Background: an optimization exercise with open tools, aiming at small area and a short achievable clock period. Do not read the settings as production practice.
The RTL was checked by simulation tests, not by an equivalence proof against the original design.
Power figures rest on the tool's default switching activity, not on a simulated workload.

`design/flow/design.v`:
```
module generic_dpram(
	rclk, rrst, rce, oe, raddr, dout,
	wclk, wrst, wce, we, waddr, di
);
	parameter aw = 5;   
	parameter dw = 16;  
	input           rclk;   
	input           rrst;   
	input           rce;    
	input           oe;	    
	input  [aw-1:0] raddr;  
	output [dw-1:0] dout;   
	input          wclk;   
	input          wrst;   
	input          wce;    
	input          we;     
	input [aw-1:0] waddr;  
	input [dw-1:0] di;     
	reg	[dw-1:0]	mem [(1<<aw)-1:0];  
	reg	[dw-1:0]	do_reg;             
	assign dout = do_reg;
	always @(posedge rclk)
		if (rce)
			do_reg <= mem[raddr];
	always @(posedge wclk)
		if (wce && we)
			mem[waddr] <= di;
endmodule
module generic_fifo_dc(clk, rst, clr, din, we, dout, re,
			full, empty, full_n, empty_n, level );
parameter dw=8;
parameter aw=8;
parameter n=9;
parameter max_size = 1<<aw;
input			clk, rst, clr;
input	[dw-1:0]	din;
input			we;
output	[dw-1:0]	dout;
input			re;
output			full; 
output			empty;
output			full_n;
output			empty_n;
output	[1:0]		level;
reg	[aw:0]		wp;
wire	[aw:0]		wp_pl1;
reg	[aw:0]		rp;
wire	[aw:0]		rp_pl1;
reg	[aw:0]		wp_s, rp_s;
wire	[aw:0]		diff;
reg	[aw:0]		diff_r1, diff_r2;
reg			re_r, we_r;
reg			full, empty, full_n, empty_n;
reg	[1:0]		level;
generic_dpram  #(aw,dw) u0(
	.rclk(		clk		),
	.rrst(		!rst		),
	.rce(		1'b1		),
	.oe(		1'b1		),
	.raddr(		rp[aw-1:0]	),
	.dout(		dout		),
	.wclk(		clk		),
	.wrst(		!rst		),
	.wce(		1'b1		),
	.we(		we		),
	.waddr(		wp[aw-1:0]	),
	.di(		din		)
	);
always @(posedge clk)
	if(!rst)	wp <= {aw+1{1'b0}};
	else
	if(clr)		wp <= {aw+1{1'b0}};
	else
	if(we)		wp <= wp_pl1;
assign wp_pl1 = wp + { {aw{1'b0}}, 1'b1};
always @(posedge clk)
	if(!rst)	rp <= {aw+1{1'b0}};
	else
	if(clr)		rp <= {aw+1{1'b0}};
	else
	if(re)		rp <= rp_pl1;
assign rp_pl1 = rp + { {aw{1'b0}}, 1'b1};
always @(posedge clk)	wp_s <= wp;
always @(posedge clk)	rp_s <= rp;
always @(posedge clk)
	empty <= (wp_s == rp) | (re & (wp_s == rp_pl1));
always @(posedge clk)
	full <= ((wp[aw-1:0] == rp_s[aw-1:0]) & (wp[aw] != rp_s[aw])) |
	(we & (wp_pl1[aw-1:0] == rp_s[aw-1:0]) & (wp_pl1[aw] != rp_s[aw]));
assign diff = wp-rp;
always @(posedge clk)
	re_r <= re;
always @(posedge clk)
	diff_r1 <= diff;
always @(posedge clk)
	empty_n <= (diff_r1 < n) | ((diff_r1==n) & (re | re_r));
always @(posedge clk)
	we_r <= we;
always @(posedge clk)
	diff_r2 <= diff;
always @(posedge clk)
	full_n <= (diff_r2 > max_size-n) | ((diff_r2==max_size-n) & (we | we_r));
always @(posedge clk)
	level <= {2{diff[aw]}} | diff[aw-1:aw-2];
endmodule
```
`design/flow/run.sh`:
```
#!/bin/bash
# synth_recipe.tcl (not shown) runs the flow's synth.tcl, then flattens the netlist and writes it again
# the make line also repeats each setting of config.mk as NAME=value (left out here)
make -C /OpenROAD-flow-scripts/flow DESIGN_CONFIG=/design/flow/config.mk WORK_HOME=/design/flow/orfs CLKGATE_MAP_FILE= SYNTH_SCRIPT=/design/flow/synth_recipe.tcl finish
```
`design/flow/config.mk`:
```
export PLATFORM = sky130hd
export DESIGN_NAME = generic_fifo_dc
export DESIGN_NICKNAME = generic_fifo_dc
export VERILOG_FILES = /design/flow/design.v
export SDC_FILE = /design/flow/constraint.sdc
export NUM_CORES = 4
export LEC_CHECK = 0
export CAP_MARGIN = 20
export CORE_MARGIN = 2
export CORE_UTILIZATION = 40
export SLEW_MARGIN = 20
```
`design/flow/constraint.sdc`:
```
create_clock -name core_clock -period 5.0 [get_ports {clk}]
set_input_delay 1.0000 -clock core_clock [delete_from_list [all_inputs] [get_ports {clk}]]
set_output_delay 1.0000 -clock core_clock [all_outputs]
set_load 0.01 [all_outputs]
```
==> summary.md <==
| Metric | Value |
|---|---|
| Status | `finished clean` |
| Post-Layout Cell Count | `7023` |
| GPL Wtd Cong | `0.859` |
| Port Buffers | `26` |
| Worst-Margin Slew | `1.19 ns` |
| Via count | `41122` |
| Post-synth ARST share | `0` |
| Synth Instances | `4011` |
| Cts-stage hold buffer count | `0` |
| Post-route setup TNS | `0 ns` |
| Largest reg by FF count | `u0.mem` |
| Ys Warns | `2` |
| DR WL/cell | `31.5 um` |
| CTS buffer count | `210` |
| Resized cells post-CTS | `0` |
| Global-route wire length before repair | `315 mm` |
| Max_slew headroom | `0.200` |
| Final hold violation count | `0` |
| Clock slew at reported path FFs | `0.07 ns` |
| Ys flop type | `edfxtp_1` |
| Max FFs per register | `2048` |
| Largest stage delay on the critical path | `1.00 ns` |
| Setup Crit Path Kind | `flop to flop` |
| Drt first pass iters | `6` |
| Total gr overflow | `0` |
| Worst EP required | `5.73 ns` |
| HP Class | `flop to flop` |
| Post-CTS setup buffer count | `0` |
| Worst-path fanout max | `76` |
| # clock sinks | `2109` |
| Commonest non-fill, non-tap cell in the layout | `edfxtp_1` |
| RSZ-0062 raised after global routing | `false` |
| Initial antenna violation count | `11` |
| Delay-heaviest family, CP | `compound AO/OA/AOI/OAI gates` |
| Row cnt | `166` |
| Worst-case clock buffer depth | `3` |
| Worst-Skew Late Latency | `0.85 ns` |
| Slowest cell on crit path | `dfxtp_4` |
| Critical path arrival | `4.74 ns` |
| Startpoint types | `flop` |
| VDD IR max | `285 uV` |
| Min Tclk post-route | `4.01 ns` |
| Syn nets | `4038` |
| Drt total wl | `221 mm` |
| Starting DRT DRC Count | `5067` |
| Layout area overhead | `12.3%` |
| DRC viols | `0` |
| Leak pwr | `0.0280 uW` |
| Die ar. | `0.210 mm2` |
| Die Ht | `458 um` |
| Most frequent cells in the layout | `edfxtp_1 (2048), mux4_2 (513), nor2_1 (312)` |
| Global router's overall resource usage | `0.210` |
| Routed Antenna Nets | `0` |
| Final nets | `4186` |
| Dpl hpwl | `137 mm` |
| Distinct cells, synth | `74` |
| Vias in the first global route | `41177` |
| Fillers | `16981` |
| Layout cells sized above 1 | `0.229` |
| Crit. End Element | `flop` |
| Final Setup Violations | `0` |
| Largest net degree at the start of global routing | `133` |
| Post-synthesis sequential area ratio | `0.760` |
| Avg Cell Area, Syn | `20.6 um2` |
| Core Area | `0.205 mm2` |
| Pwr/cell area | `385 mW/mm2` |
| Starting density of the core | `0.403` |
| Clk_skew | `0.0286 ns` |
| Final max-slew violation count | `0` |
| Fin crit share | `0.803` |
| CTS root buf | `clkbuf_16` |
| Post-Syn Area | `0.0826 mm2` |
| Cells after DPL | `6634` |
| DR vias/cell | `5.86` |
| Buf/Inv on CP | `2` |
| Max_cap viols | `0` |
| CTS tree | `yes` |
| Number of synthesized flops with an enable pin | `2048` |
| H-tree depth | `4` |
| Die W | `458 um` |
| Worst-path cell chain | `buf_12 -> buf_4 -> mux4_2 -> mux2i_1 -> o32ai_1 -> a211oi_1 -> a22oi_1 -> and3_1` |
| Maximum clock frequency | `249 MHz` |
| Synth Register Bits | `2109` |
| I/O Pins | `27` |
where the power goes:
group	internal [uW]	total, uW	switching, uW	leakage [uW]
combinational	399	1090	688	0.00586
clock	8550	15200	6650	0.00321
sequential	19400	19400	37.5	0.0189
total	28300	35700	7380	0.0280
Yosys cell counts, drive strengths merged, types with 7 or more instances:
library cell  instances  area share
edfxtp             2048        0.74
mux4                519        0.14
nor2                330       0.015
nand2               200      0.0091
buf                 140       0.014
mux2i               118       0.014
clkbuf               93      0.0042
dfxtp                61       0.015
nand3                53      0.0032
a21oi                52      0.0032
a22oi                44      0.0040
o21ai                36      0.0022
o22ai                29      0.0022
nand4                23      0.0017
xor2                 22      0.0023
xnor2                21      0.0022
a31oi                17      0.0013
nor3                 16     0.00097
and2                 15      0.0011
o221ai               14      0.0015
a211oi               13      0.0012
ha                   13      0.0020
inv                  13     0.00059
nor2b                13     0.00099
a311oi                8     0.00085
nand2b                8     0.00061
or3                   7     0.00053
layout make-up:
type                    count  area [um2]  share of cell area
clock buffers             270        5630              0.0607
multi-input cells        1654       18300               0.198
clock inverters           115         943              0.0102
inverters                  15        62.6            0.000675
flip-flops and latches   2109       62700               0.677
well taps                2688        3360              0.0363
repair buffers            169        1640              0.0177
diodes                      3        7.51           0.0000810
per-layer routing:
layer | part of all wire | routed length (um) | global-route usage
met5 | 0.00019 | 41 | 0
met2 | 0.47 | 105000 | 0.329
met3 | 0.083 | 18300 | 0.0384
met1 | 0.41 | 90200 | 0.295
met4 | 0.034 | 7570 | 0.0732
metrics by stage:
step           setup slack [ns]  instance area, um2  total power [uW]  hold slack [ns]   util
2_1_floorplan              2.07               82600             20400            0.326      -
3_3_place_gp              0.936               86100             20900            0.435  0.420
3_5_place_dp              0.837               86100             20900            0.437  0.420
4_1_cts                   0.915               92700             36000            0.457  0.452
5_1_grt                   0.912               92700             36700            0.447  0.452
6_report                  0.986               92700             35700            0.452  0.452
worst register-to-register path, delay by kind of cell, from the launching register on:
kind	cells	cell delay, ns
buffers and inverters	2	0.91
AND/OR/NAND/NOR	1	0.21
flip-flops	1	1.00
AO/OA/AOI/OAI	3	1.06
multiplexers	2	0.72
kinds of logic after synthesis:
family                   share of synthesized area
AO/OA/AOI/OAI                               0.0223
XOR/XNOR                                   0.00456
adder cells (fa/ha/maj)                    0.00221
multiplexers                                 0.157
flip-flops                                   0.760
buffers and inverters                       0.0191
AND/OR/NAND/NOR                             0.0355
final timing paths:
kind         slack [ns]                from                   end  cells after the start
min reg2reg        0.45  rp[8]$_SDFFE_PP0P_       rp_s[8]$_DFF_P_                      0
max                0.99  rp[1]$_SDFFE_PP0P_  u0.do_reg[6]$_DFF_P_                      8
max reg2reg        0.99  rp[1]$_SDFFE_PP0P_  u0.do_reg[6]$_DFF_P_                      8
min                0.45  rp[8]$_SDFFE_PP0P_       rp_s[8]$_DFF_P_                      0

afterwards: timing with drivers on the ports:
No port has a modelled driver above. Below, the same layout with a new extraction and two added sets of constraints.
Step 1 assumes that a clkbuf_16 drives the clock port and a buf_2 every other input.
Step 2 times the ports against the registers' clock, not the clock port: input delays grow and output delays shrink by t, the midpoint of the rising clock arrivals with the driver on.
Three values: ideal ports, drivers, drivers and shift; two values: the first two.
shift t [ns]: 0.918
setup slack, ns: 0.986 / 0.986 / 0.769
worst setup path at the end: input to register
clock arrival spread, ns: 0.030 / 0.030
worst data-port slew with drivers (ns): 0.05
After both steps setup and hold are still met in this run. For this run, drivers alone change the setup slack by 0.000 ns; drivers and shift together by -0.217 ns.
